From an optimization exercise on the open Yosys and OpenROAD flow, aimed at small area and a short achievable clock period; shortcuts taken in it are not production practice. RTL that was checked went through simulation tests only; none was proved equivalent to the original. Power figures rest on the tool's default switching activity, not on a simulated workload.

==> flow/design.v (excerpt) <==
module DataPath16BitCpu_Clean(Clk,Reset,Restart,Ins,Mem_Out,PC,A,ALU_Out,B,MemWrite);
Size in the first run: about 1,100 cells after synthesis, ~290 flip-flops, roughly 0.014 mm^2 of cells after synthesis.
==> flow/config.mk <==
export PLATFORM = sky130hd
export DESIGN_NAME = DataPath16BitCpu_Clean
export DESIGN_NICKNAME = DataPath16BitCpu_Clean
export VERILOG_FILES = /design/flow/design.v
export SDC_FILE = /design/flow/constraint.sdc
export NUM_CORES = 4
export LEC_CHECK = 0
export CAP_MARGIN = 20
export CORE_MARGIN = 2
export CORE_UTILIZATION = 40
export PLACE_DENSITY = 0.6
export SLEW_MARGIN = 20
==> flow/constraint.sdc <==
create_clock -name core_clock -period 14.0 [get_ports {Clk}]
set_input_delay 2.8000 -clock core_clock [delete_from_list [all_inputs] [get_ports {Clk}]]
set_output_delay 2.8000 -clock core_clock [all_outputs]
set_load 0.01 [all_outputs]
standard.sh (not shown) runs the stock make flow with config.mk's settings and CLKGATE_MAP_FILE= SYNTH_SCRIPT=/design/flow/synth_recipe.tcl, a recipe that flattens the netlist after the stock synthesis.
==> flow/flow/run.sh <==
#!/bin/bash
# Layout flow: the standard flow (standard.sh) with these changes:
#  - synthesis is the standard flow's synthesis script (flow/synth.tcl) with other ABC
#    mapping scripts: modules on the input-to-output paths (RdPort AddrGen Add16) are mapped
#    for delay (flow/fast.abc), the rest for area (flow/area.abc); the
#    half/full-adder extraction is off. Registers are unchanged.
#  - port buffers are plain buf_4 cells;
#  - setup repair aims for a slack margin of 5 ns.
# Each step's full output goes to its own log file here.
set -euo pipefail
F=$(pwd)/flow
MY_ABC_SCRIPT=$F/area.abc MY_ABC_FAST_SCRIPT=$F/fast.abc MY_ABC_FAST_MODULES="RdPort AddrGen Add16" \
  bash standard.sh SYNTH_SCRIPT=$F/synth.tcl ADDER_MAP_FILE= SYNTH_HIERARCHICAL=1 SYNTH_MINIMUM_KEEP_SIZE=0 synth > synth.log 2>&1
bash standard.sh "BUFFER_PORTS_ARGS=-buffer_cell sky130_fd_sc_hd__buf_4" SETUP_SLACK_MARGIN=5  "CTS_ARGS=-sink_clustering_enable -repair_clock_nets -dont_use_dummy_load -buf_list {sky130_fd_sc_hd__clkbuf_4 sky130_fd_sc_hd__clkbuf_8} -sink_clustering_size 12 -sink_clustering_max_diameter 40" "BUFFER_PORTS_ARGS=-buffer_cell sky130_fd_sc_hd__buf_2" finish > layout.log 2>&1
==> flow/flow/area.abc <==
strash; dc2; &get -n; &dch -f; &nf -R 1000; &put
==> flow/flow/fast.abc <==
&get -n; &st; &dch; &nf; &put
==> flow/flow/synth.tcl <==
# The standard flow's synthesis script (synth_recipe.tcl) with one change: the ABC mapping
# script. MY_ABC_SCRIPT replaces ORFS's script; with SYNTH_HIERARCHICAL 1, the
# modules named in MY_ABC_FAST_MODULES are mapped with MY_ABC_FAST_SCRIPT
# instead. Registers are not touched by ABC.
proc synth {args} { yosys synth -nofsm -noshare {*}$args }
proc abc {args} {
  set i [lsearch -exact $args -script]
  if { $i < 0 || ![info exists ::env(MY_ABC_SCRIPT)] } {
    yosys abc {*}$args
    return
  }
  set fast {}
  if { [info exists ::env(MY_ABC_FAST_MODULES)] } { set fast $::env(MY_ABC_FAST_MODULES) }
  if { [llength $fast] > 0 } {
    set fargs $args
    lset fargs [expr {$i + 1}] $::env(MY_ABC_FAST_SCRIPT)
    yosys abc {*}$fargs {*}$fast
    # the rest: ABC leaves the cells mapped above alone
    lset args [expr {$i + 1}] $::env(MY_ABC_SCRIPT)
    yosys abc {*}$args
  } else {
    lset args [expr {$i + 1}] $::env(MY_ABC_SCRIPT)
    yosys abc {*}$args
  }
}
source $::env(SCRIPTS_DIR)/synth.tcl
# left out here: clear keep_hierarchy, flatten, clean up, hide names made inside functions, write 1_2_yosys.v
Edit:
--- a/flow/flow/run.sh
+++ b/flow/flow/run.sh
@@ -13,2 +13,2 @@
   bash standard.sh SYNTH_SCRIPT=$F/synth.tcl ADDER_MAP_FILE= SYNTH_HIERARCHICAL=1 SYNTH_MINIMUM_KEEP_SIZE=0 synth > synth.log 2>&1
-bash standard.sh "BUFFER_PORTS_ARGS=-buffer_cell sky130_fd_sc_hd__buf_4" SETUP_SLACK_MARGIN=5  "CTS_ARGS=-sink_clustering_enable -repair_clock_nets -dont_use_dummy_load -buf_list {sky130_fd_sc_hd__clkbuf_4 sky130_fd_sc_hd__clkbuf_8} -sink_clustering_size 12 -sink_clustering_max_diameter 40" "BUFFER_PORTS_ARGS=-buffer_cell sky130_fd_sc_hd__buf_2" finish > layout.log 2>&1
+bash standard.sh "BUFFER_PORTS_ARGS=-buffer_cell sky130_fd_sc_hd__buf_4" SETUP_SLACK_MARGIN=5  "CTS_ARGS=-sink_clustering_enable -repair_clock_nets -dont_use_dummy_load -buf_list {sky130_fd_sc_hd__clkbuf_4 sky130_fd_sc_hd__clkbuf_8} -sink_clustering_size 16 -sink_clustering_max_diameter 40" "BUFFER_PORTS_ARGS=-buffer_cell sky130_fd_sc_hd__buf_2" finish > layout.log 2>&1
Effect: Cell count is about the same; sequential share of layout area shrinks by 0.17 points; design area grows by 0.33%; die area stays the same; total power shrinks by 0.71%; worst setup slack improves by 17 ps; synthesized area stays the same.
No functional check of the RTL was part of any run of this note.

========
Setup of build 28:
DataPath16BitCpu_Clean, a different RTL version from the one above (not shown whole).
Size: ~1100 cells after synthesis, about 100 I/O pins, ~14000 µm² of cells after synthesis.
clock: 14.0 ns
lec_check: 0
cap_margin: 5
core_margin: 2
core_utilization: 40
place_density: 0.6
slew_margin: 5
==> flow/flow/run.sh <==
#!/bin/bash
# Layout flow: the standard flow (standard.sh) with these changes:
#  - synthesis is the standard flow's synthesis script (flow/synth.tcl) with other ABC
#    mapping scripts: modules on the input-to-output paths (RdPort AddrGen Add16) are mapped
#    for delay (flow/fast.abc), the rest for area (flow/area.abc); the
#    half/full-adder extraction is off. Registers are unchanged.
#  - port buffers are plain buf_4 cells;
#  - setup repair aims for a slack margin of 5 ns.
# Each step's full output goes to its own log file here.
set -euo pipefail
F=$(pwd)/flow
MY_ABC_SCRIPT=$F/area.abc MY_ABC_FAST_SCRIPT=$F/fast.abc MY_ABC_FAST_MODULES="RdPort AddrGen Add16" \
  bash standard.sh SYNTH_SCRIPT=$F/synth.tcl ADDER_MAP_FILE= SYNTH_HIERARCHICAL=1 SYNTH_MINIMUM_KEEP_SIZE=0 synth > synth.log 2>&1
bash standard.sh "BUFFER_PORTS_ARGS=-buffer_cell sky130_fd_sc_hd__buf_4" SETUP_SLACK_MARGIN=5  "CTS_ARGS=-sink_clustering_enable -repair_clock_nets -dont_use_dummy_load -buf_list {sky130_fd_sc_hd__clkbuf_4 sky130_fd_sc_hd__clkbuf_8} -sink_clustering_size 20 -sink_clustering_max_diameter 50" "BUFFER_PORTS_ARGS=-buffer_cell sky130_fd_sc_hd__buf_2" finish > layout.log 2>&1
Scripts as last shown in full above: flow/flow/area.abc, flow/flow/fast.abc, flow/flow/synth.tcl
#### Input delta (build 34 over build 28)
- SLEW_MARGIN: 5 -> 20
- CAP_MARGIN: 5 -> 20
==> flow/flow/run.sh <==
#!/bin/bash
# Layout flow: the standard flow (standard.sh) with these changes:
#  - synthesis is the standard flow's synthesis script (flow/synth.tcl) with other ABC
#    mapping scripts: modules on the input-to-output paths (RdPort AddrGen Add16) are mapped
#    for delay (flow/fast.abc), the rest for area (flow/area.abc); the
#    half/full-adder extraction is off. Registers are unchanged.
#  - port buffers are plain buf_4 cells;
#  - setup repair aims for a slack margin of 5.5 ns.
# Each step's full output goes to its own log file here.
set -euo pipefail
F=$(pwd)/flow
MY_ABC_SCRIPT=$F/area.abc MY_ABC_FAST_SCRIPT=$F/fast.abc MY_ABC_FAST_MODULES="RdPort AddrGen Add16" \
  bash standard.sh SYNTH_SCRIPT=$F/synth.tcl ADDER_MAP_FILE= SYNTH_HIERARCHICAL=1 SYNTH_MINIMUM_KEEP_SIZE=0 synth > synth.log 2>&1
bash standard.sh "BUFFER_PORTS_ARGS=-buffer_cell sky130_fd_sc_hd__buf_4" SETUP_SLACK_MARGIN=5.5  "CTS_ARGS=-sink_clustering_enable -repair_clock_nets -dont_use_dummy_load -buf_list {sky130_fd_sc_hd__clkbuf_4 sky130_fd_sc_hd__clkbuf_8} -sink_clustering_size 20 -sink_clustering_max_diameter 50" "BUFFER_PORTS_ARGS=-buffer_cell sky130_fd_sc_hd__buf_2" finish > layout.log 2>&1
Findings:
Build 34 finished end to end and its layout was clean on timing, DRC and antenna. Re minimum setup slack in the final design: build 34 is 290 ps up on build 28. Between build 34 and build 28, routed via count divided by cell count is higher for build 34, build 28 comes in under that. The worst hold slack number comes out lower for build 28 vs build 34. Summary of build 34 over build 28: sum of met3 wire segment lengths after detailed routing went up by 88 µm; global-route wire length before repair went down by 230 µm; share of final-layout standard cells stronger than drive strength 1 went up by 5.7 points; routed wirelength normalized by instance count went up by about 0.6%.
Changes in build 65 relative to build 34:
- swapping 0.6 for 0.7 in PLACE_DENSITY
- swapping 40 for 55 in CORE_UTILIZATION
==> flow/flow/run.sh <==
#!/bin/bash
# Layout flow: the standard flow (standard.sh) with these changes:
#  - synthesis is the standard flow's synthesis script (flow/synth.tcl) with other ABC
#    mapping scripts: modules on the input-to-output paths (RdPort AddrGen) are mapped
#    for delay (flow/fast.abc), the rest for area (flow/area.abc); the
#    half/full-adder extraction is off. Registers are unchanged.
#  - port buffers are plain buf_4 cells;
#  - setup repair aims for a slack margin of 5 ns.
# Each step's full output goes to its own log file here.
set -euo pipefail
F=$(pwd)/flow
MY_ABC_SCRIPT=$F/area.abc MY_ABC_FAST_SCRIPT=$F/fast.abc MY_ABC_FAST_MODULES="RdPort AddrGen" \
  bash standard.sh SYNTH_SCRIPT=$F/synth.tcl ADDER_MAP_FILE= SYNTH_HIERARCHICAL=1 SYNTH_MINIMUM_KEEP_SIZE=0 synth > synth.log 2>&1
bash standard.sh "BUFFER_PORTS_ARGS=-buffer_cell sky130_fd_sc_hd__buf_4" SETUP_SLACK_MARGIN=5  "CTS_ARGS=-sink_clustering_enable -repair_clock_nets -dont_use_dummy_load -buf_list {sky130_fd_sc_hd__clkbuf_4 sky130_fd_sc_hd__clkbuf_8} -sink_clustering_size 20 -sink_clustering_max_diameter 50" "BUFFER_PORTS_ARGS=-buffer_cell sky130_fd_sc_hd__buf_2" finish > layout.log 2>&1
==> flow/flow/area.abc <==
strash; dc2; &get -n; &dch -f; &nf -R 1000; &put; mfs2 -W 4; strash; dc2; &get -n; &dch -f; &nf -R 1000; &put
Results
Build 65 completed; timing, DRC and antenna clean. Build 34 | status: complete | timing, DRC, antenna: pass. [compare] base=build 34 new=build 65: data arrival time of the critical path climbed 270 ps; worst setup slack dropped 270 ps; clock network power share climbed 1.0 points. When build 65 is measured against build 34, its largest fanout of any net on the critical path turns out 8 higher.
Edits applied to the flow inputs when going from build 65 to build 70:
==> flow/flow/run.sh <==
#!/bin/bash
# Layout flow: the standard flow (standard.sh) with these changes:
#  - synthesis is the standard flow's synthesis script (flow/synth.tcl) with other ABC
#    mapping scripts: modules on the input-to-output paths (RdPort AddrGen Add16) are mapped
#    for delay (flow/fast.abc), the rest for area (flow/area.abc); the
#    half/full-adder extraction is off. Registers are unchanged.
#  - port buffers are plain buf_4 cells;
#  - setup repair aims for a slack margin of 5 ns.
# Each step's full output goes to its own log file here.
set -euo pipefail
F=$(pwd)/flow
MY_ABC_SCRIPT=$F/area.abc MY_ABC_FAST_SCRIPT=$F/fast.abc MY_ABC_FAST_MODULES="RdPort AddrGen Add16" \
  bash standard.sh SYNTH_SCRIPT=$F/synth.tcl ADDER_MAP_FILE= SYNTH_HIERARCHICAL=1 SYNTH_MINIMUM_KEEP_SIZE=0 synth > synth.log 2>&1
bash standard.sh "BUFFER_PORTS_ARGS=-buffer_cell sky130_fd_sc_hd__buf_4" SETUP_SLACK_MARGIN=5  "CTS_ARGS=-sink_clustering_enable -repair_clock_nets -dont_use_dummy_load -buf_list {sky130_fd_sc_hd__clkbuf_4 sky130_fd_sc_hd__clkbuf_8} -sink_clustering_size 20 -sink_clustering_max_diameter 50" "BUFFER_PORTS_ARGS=-buffer_cell sky130_fd_sc_hd__buf_2" finish > layout.log 2>&1
==> flow/flow/area.abc <==
strash; dc2; &get -n; &dch -f; &nf -R 1000; &put
--- outcome ---
Build 70 | stages: all done | timing, DRC, antenna: all pass
Between build 70 and build 65, it is build 70 whose critical path depth is lower, by 1.
Re count of clock-net buffers in the final layout: no difference whatsoever between build 65 and build 70.
Between build 65 and build 70, footprint of the multi-input gates is higher for build 65, build 70 comes in under that.
Clock skew in build 70 is 7.5 ps below build 65.
Comparing effective utilization at floorplan for build 65 and build 70, the smaller number came from build 70.
Count of buffers not belonging to the clock network in the layout went down by more than 10% going from build 65 to build 70.
Of the two values seen for startpoint of the worst setup timing path, Ins[8] was produced by build 70 and Ins[10] by build 65.
Against build 65, build 70 reports a portion of total power attributed to the clock network that is lower.
The setup slack of build 70 is smaller than that of build 65.
Build 70 against build 65: global-route usage shows a reduction of 1.6 points; headroom to the max-slew limit fell 1.0 points.
### build 70 -> build 47
- swapping 55 for 40 in CORE_UTILIZATION
- swapping 0.7 for 0.6 in PLACE_DENSITY
## What came out
- Build 47 -> build 70: synthesized-area fraction occupied by xor and xnor cells delta 0, exact match
- Worst path buffer plus inverter count: build 47 higher than build 70
- Between build 47 and build 70, it is build 47 whose worst setup slack after layout is higher, by 61 ps.
- Diff build 70 -> build 47: data required time of the worst path saw little to no change, sequential power share saw a decrease, data arrival at the endpoint of the critical path saw a decrease, clock power share saw an increase.
### build 47 -> build 80
- a change of PLACE_DENSITY from 0.6 to 0.7
- a change of CORE_UTILIZATION from 40 to 55
==> flow/flow/run.sh <==
#!/bin/bash
# Layout flow: the standard flow (standard.sh) with these changes:
#  - synthesis is the standard flow's synthesis script (flow/synth.tcl) with other ABC
#    mapping scripts: modules on the input-to-output paths (RdPort AddrGen Add16) are mapped
#    for delay (flow/fast.abc), the rest for area (flow/area.abc); the
#    half/full-adder extraction is off. Registers are unchanged.
#  - port buffers are plain buf_4 cells;
#  - setup repair aims for a slack margin of 5.25 ns.
# Each step's full output goes to its own log file here.
set -euo pipefail
F=$(pwd)/flow
MY_ABC_SCRIPT=$F/area.abc MY_ABC_FAST_SCRIPT=$F/fast.abc MY_ABC_FAST_MODULES="RdPort AddrGen Add16" \
  bash standard.sh SYNTH_SCRIPT=$F/synth.tcl ADDER_MAP_FILE= SYNTH_HIERARCHICAL=1 SYNTH_MINIMUM_KEEP_SIZE=0 synth > synth.log 2>&1
bash standard.sh "BUFFER_PORTS_ARGS=-buffer_cell sky130_fd_sc_hd__buf_4" SETUP_SLACK_MARGIN=5.25  "CTS_ARGS=-sink_clustering_enable -repair_clock_nets -dont_use_dummy_load -buf_list {sky130_fd_sc_hd__clkbuf_4 sky130_fd_sc_hd__clkbuf_8} -sink_clustering_size 20 -sink_clustering_max_diameter 50" "BUFFER_PORTS_ARGS=-buffer_cell sky130_fd_sc_hd__buf_2" finish > layout.log 2>&1
==> comparison <==
Summary of build 80 over build 47: area taken by multi-input logic gates higher, layout-stage area growth over the synthesis result higher. Build 47 -> build 80: number of antenna violations at the first check in global routing delta 0, exact match. Per the comparison of build 80 with build 47, clock power decreased by about 11% relative to the old numbers, final cell area excluding filler cells increased by about 1.4% relative to the old numbers, power decreased by 9.9 µW relative to the old numbers, maximum clock frequency increased by 1.4% relative to the old numbers.

static timing again, ports no longer ideal:
Ports are ideal in the flow. The routed layouts listed here were re-timed in OpenROAD. Step 1 (the two cells are an assumption about what drives the block):
set clk [get_ports {Clk}]
set_driving_cell -lib_cell sky130_fd_sc_hd__clkbuf_16 $clk
set_driving_cell -lib_cell sky130_fd_sc_hd__buf_2 [delete_from_list [all_inputs] $clk]
Step 2 adds t to the input delays and takes it off the output delays; t is the mean of the earliest and latest rising clock arrival at the registers after step 1. Input paths then give back, and output paths get back, about the clock's delay inside the block. a / b / c = ideal ports / drivers / drivers and shift; a / b = the first two.
run | t, ns | slack for setup (ns) | worst setup path at the end | clock arrival spread, ns | cell pins on the clock port's net
the first run of note 1 | 0.576 | 5.190 / 5.169 / 4.749 | input to register | 0.070 / 0.071 | 1
the second run of note 1 | 0.580 | 5.207 / 5.181 / 4.754 | input to register | 0.082 / 0.082 | 1
build 28 | 0.567 | 5.128 / 5.102 / 4.667 | input to register | 0.102 / 0.102 | 1
build 34 | 0.633 | 5.422 / 5.381 / 4.942 | input to register | 0.082 / 0.083 | 1
build 65 | 0.623 | 5.153 / 5.134 / 4.636 | input to register | 0.081 / 0.080 | 1
build 70 | 0.613 | 5.115 / 5.092 / 4.774 | input to register | 0.073 / 0.073 | 1
build 47 | 0.580 | 5.177 / 5.154 / 4.766 | input to register | 0.090 / 0.090 | 1
build 80 | 0.617 | 5.299 / 5.280 / 4.921 | input to register | 0.080 / 0.081 | 1
After both steps every run listed still meets setup and hold. The setup slack of build 65, which loses most, moves by -0.019 ns with the drivers and by -0.517 ns with both steps.
